From an optimization exercise on the open Yosys and OpenROAD flow, aimed at small area, a short achievable clock period and few clock cycles per item; shortcuts taken in it are not production practice.
Function was checked by simulation only, so behaviour that the tests miss may differ from the original.

==> flow/design.v, too long to show whole: its modules and the start of the top module <==
// module booth_multiplier: 79 lines
// module mul33: 3302 lines
// module fa: 4 lines
// module ha: 4 lines
module booth_multiplier(
	input			clk,
	input			rst_n,
	input [32:0]	data1,
	input [32:0]	data2,
	input			valid_i,
	output			ready_o,
	input			ready_i,
	output			valid_o,
	output [63:0] 	res
);
  // ...
==> flow/flow/run.sh <==
#!/bin/bash
# The standard layout (standard.sh) with extra ORFS make variables:
#  - port buffers use a plain buffer cell (buf_2) instead of the default choice
#  - flow/extra.txt, if present, holds one more VAR=VALUE per line
set -euo pipefail
ARGS=("BUFFER_PORTS_ARGS=-buffer_cell sky130_fd_sc_hd__buf_2")
if [[ -f flow/extra.txt ]]; then
  while read -r line; do [[ -n "$line" ]] && ARGS+=("$line"); done < flow/extra.txt
fi
bash standard.sh "${ARGS[@]}" finish > make.log 2>&1
==> flow/standard.sh <==
#!/bin/bash
# synth_recipe.tcl (not shown) runs the flow's synth.tcl, then flattens the netlist and writes it again
# the make line also repeats each setting of config.mk as NAME=value (left out here)
make -C /OpenROAD-flow-scripts/flow DESIGN_CONFIG=/design/flow/config.mk WORK_HOME=/design/flow/orfs CLKGATE_MAP_FILE= SYNTH_SCRIPT=/design/flow/synth_recipe.tcl "${@:-finish}"
==> flow/config.mk <==
export PLATFORM = sky130hd
export DESIGN_NAME = booth_multiplier
export DESIGN_NICKNAME = booth_multiplier
export VERILOG_FILES = /design/flow/design.v
export SDC_FILE = /design/flow/constraint.sdc
export NUM_CORES = 4
export LEC_CHECK = 0
export ABC_AREA = 1
export CAP_MARGIN = 20
export CELL_PAD_IN_SITES_DETAIL_PLACEMENT = 2
export CELL_PAD_IN_SITES_GLOBAL_PLACEMENT = 2
export CORE_MARGIN = 2
export CORE_UTILIZATION = 30
export PLACE_DENSITY = 0.5
export SLEW_MARGIN = 20
export SYNTH_HIERARCHICAL = 1
export SYNTH_MINIMUM_KEEP_SIZE = 0
==> flow/constraint.sdc <==
create_clock -name core_clock -period 32.0 [get_ports {clk}]
set_input_delay 6.4000 -clock core_clock [delete_from_list [all_inputs] [get_ports {clk}]]
set_output_delay 6.4000 -clock core_clock [all_outputs]
set_load 0.01 [all_outputs]
==> impl_metrics.csv, run 1 <==
group,metric,value,unit
outcome,status,"timing/DRC/antenna clean",
cells_and_area,antenna_cells,0,
floorplan,dieHeight,322,um
setup_path,path_class,"reg -> out",
place,place_area,32100,um2
yosys,synth_flop_cell,"edfxtp_1",
hold_path,hold_path_depth,2,
yosys,synth_xor_area_share,16.6,%
yosys,synth.most_common_cell,"xor2_1",
hold_path,min_path_type,"reg -> reg",
floorplan,initial_core_util,30.3,%
floorplan,taps,1298,
yosys,ys_seq_area_share,19.2,%
sta,grt_setup_unrepaired,"false",
cells_and_area,nNetsFinal,3695,
floorplan,io_pins,136,
clock_tree,clock_sinks,217,
sta,whs,452,ps
yosys,synth_top_family_by_area,"adder cells",
cells_and_area,clk_share,3.26,%
setup_path,required,25600,ps
yosys,synthMuxAreaShare,0,%
setup_path,ff2ff_setup_slack,24580,ps
yosys,synth.area.top_cells,"fa_1 (33%), xor2_1 (16%), edfxtp_1 (15%)",
routing,drtIter0Drc,1563,
yosys,synthCells,3042,
routing,drt_first_pass_iters,7,
grt,grt_util_met2,41.7,%
Testbench counts, summed over its fixed seeds: cycles 2,064, items 2,048.
==> run 2: changes to the inputs <==
--- a/flow/config.mk
+++ b/flow/config.mk
@@ -12,4 +12,6 @@
 export CORE_MARGIN = 2
 export CORE_UTILIZATION = 30
+export CTS_CLUSTER_DIAMETER = 120
+export CTS_CLUSTER_SIZE = 30
 export PLACE_DENSITY = 0.5
 export SLEW_MARGIN = 20
==> run 2 against run 1 <==
Fmax increased by 0.50%. Setup slack improved by 38 ps. Still clean. Count of clock-buffer cells in the layout down 17.
==> impl_metrics.csv, run 2 <==
group,metric,value,unit
cells_and_area,largest_register_ff_count,64,
clock_tree,cts_buffer_depth,3,
routing,wl_per_cell,30.7,um
place,place_area,32100,um2
sta,fmax,132,MHz
routing,postRouteAntennaNets,0,
routing,finalWirelength,132000,um
grt,overflow,0,
floorplan,die_width,322,um
floorplan,initial_core_util,30.3,%
sta,hold_violations,0,
yosys,ys_types,38,
floorplan,dieHeight,322,um
cells_and_area,antenna_cells,0,
sta,fin_setup_tns,0,ps
run,cap_violations,0,
yosys,ys_seq_area_share,19.2,%
sta,worst_slew_pin_slew,1190,ps
place,hpwl,88700,um
clock_tree,clk_pin_slew_worst_paths,110,ps
sta,period_share,23.7,%
yosys,yosys_warnings,7,
outcome,status,"timing/DRC/antenna clean",
yosys,synth_flop_cell,"edfxtp_1",
yosys,synth_edf_count,147,
clock_tree,clk_latency,600,ps
cells_and_area,nNetsFinal,3683,
floorplan,io_pins,136,
clock_tree,cts-htree-levels,1,
setup_path,path_class,"reg -> out",
cells_and_area,regMostFlops,"r",
routing,drcViolationCount,0,
place,routabilityCongestion,0.823,
sta,clock_skew,40.7,ps
floorplan,dieArea,104000,um2
yosys,synth_top_area_share,32.7,%
grt,grt_max_degree,100,
clock_tree,clock_sinks,217,
yosys,synth_seq_cells,217,
grt,grt_pass1_vias,27600,
cells_and_area,fill_cells,11000,
setup_path,startpoint_type,"flop",
floorplan,row_count,116,
clock_tree,cts_setup_buffers,0,
yosys,syn_area,30300,um2
clock_tree,ctsRootBufferMaster,"clkbuf_16",
sta,grt_setup_unrepaired,"false",
cells_and_area,area_growth,8.09,%
sta,relSlewSlack,20.6,%
yosys,avgSynthCellArea,9.97,um2
cells_and_area,final_cell_mix,"xor2_1 (558), o22ai_1 (543), fa_1 (495)",
grt,gr-usage-all-layers,25.7,%
yosys,syn_nets,3730,
clock_tree,cts_tree,"done",
setup_path,end_kind,"output port",
routing,drtIter0Drc,1589,
grt,grt_first_pass_wirelength,196000,um
cells_and_area,final_cell_area,32800,um2
sta,slew_viol_final,0,
yosys,synthCells,3042,
clock_tree,ctsHoldBuffers,0,
place,io_buffers,135,
grt,antenna_found_initial,0,
yosys,synth_common_cells,"xor2_1 (558), o22ai_1 (543), fa_1 (495), nand2_1 (423), clkbuf_1 (223)",
setup_path,critPathMaxFanout,2,
hold_path,min_path_type,"reg -> reg",
yosys,synth.area.top_cells,"fa_1 (33%), xor2_1 (16%), edfxtp_1 (15%)",
cells_and_area,layout_commonest_cell,"xor2_1",
clock_tree,numCtsBuffers,18,
routing,vias,24100,
yosys,async_flop_share,1.84,%
routing,avgViaCountPerCell,5.60,
sta,period_minus_slack,7600,ps
yosys,synth.most_common_cell,"xor2_1",
floorplan,coreArea,100000,um2
yosys,yosysTopAreaCell,"fa_1",
sta,setup_viol,0,
routing,drt_first_pass_iters,5,
setup_path,required,25600,ps
setup_path,cp.arrival,1200,ps
cells_and_area,drive_above_1_share,11.4,%
clock_tree,ctsResizeCount,0,
[run 2: cell types whose count changed in the layout (fill, tap and decap cells not counted), sizes merged]
cell      change
bufinv        -5
clkinv        -1
clkbuf       -17
inv           +1
clkinvlp      -1
[run 2: cell type report]
| cell class | count | area, um2 | area share [%] |
|---|---|---|---|
| inverters | 224 | 847 | 2.58 |
| repair buffers | 219 | 1310 | 3.99 |
| multi-input cells | 2315 | 22500 | 68.5 |
| flip-flops and latches | 217 | 5840 | 17.8 |
| clock buffers | 19 | 454 | 1.39 |
| clock inverters | 13 | 265 | 0.809 |
| well taps | 1298 | 1620 | 4.95 |
[run 2: worst max-delay path, stage by stage, from the launching register on]
cell	delay (ps)
dfrtp_1	410
inv_1	60
buf_2	120
[run 2: path summary, 6_finish.rpt]
kind                        start       to  slack, ps  cells after the start
setup / recovery             nrdy  ready_o      24400                      2
hold reg to reg             s1[6]    s1[6]        460                      2
hold / removal              s1[6]    s1[6]        460                      2
max in group asynchronous   rst_n       vs      26290                      1
setup reg to reg           a1[11]    r[63]      24580                     24
min in group asynchronous   rst_n       vo       5580                      1
[run 2: kinds of logic after synthesis]
logic type               count (synthesis)  share of synthesized area, %
AND/OR/NAND/NOR                        515                          7.01
buffers and inverters                  510                          6.80
flip-flops                             217                          19.2
AO/OA/AOI/OAI                          607                          12.6
XOR/XNOR                               575                          16.6
adder cells (fa/ha/maj)                618                          37.7
[run 2: layer usage]
layer / GRT usage (%) / up-vias / part of all wire, %
met2: 42.2 / 759 / 47
met5: 0 / - / 0
met1: 35.3 / 13100 / 45
li1: - / 10100 / -
met3: 3.12 / 182 / 5.0
met4: 7.62 / 0 / 3.0
[run 2: Yosys stat by module (local to each module, per instance)]
module,flip-flops and latches,times used,cells inside,area [um2]
mul33,0,1,1835,12600
ha,0,45,1,12.5
fa,0,465,1,20.0
booth_multiplier,217,1,697,7820
[run 2: through the flow]
| step | setup WS [ps] | hold slack (ps) | instances | utilization (%) |
|---|---|---|---|---|
| 4_1_cts | 24320 | 469 | 4305 | 32.7 |
| 5_1_grt | 24210 | 495 | 4305 | 32.7 |
| 6_report | 24400 | 464 | 4305 | 32.7 |
| 3_5_place_dp | 23780 | 442 | 4273 | 32.0 |
| 3_3_place_gp | 23750 | 436 | 4273 | 32.0 |
| 2_1_floorplan | 23140 | 414 | 3042 | - |

==> re-timing with driven ports <==
How much do the figures lean on ideal ports? The routed layouts below were timed once more, with nothing changed but the port constraints. Step 1: set_driving_cell puts a clkbuf_16 on clk and a buf_2 on each other input, an assumption about the parent block. Step 2, shift: input delay + t, output delay - t, t = (earliest + latest rising clock arrival at the registers) / 2. This alone moves slack from input paths to output paths. a / b / c = ideal ports / drivers / drivers and shift; a / b = the first two.
| run | t (ns) | setup slack, ns | latest minus earliest clock arrival (ns) |
|---|---|---|---|
| run 1 | 0.710 | 24.365 / 24.291 / 23.908 | 0.026 / 0.027 |
| run 2 | 0.661 | 24.402 / 24.323 / 23.913 | 0.042 / 0.042 |
After both steps every run listed still meets setup and hold. For run 2, which loses most, drivers alone change the setup slack by -0.079 ns; drivers and shift together by -0.489 ns.
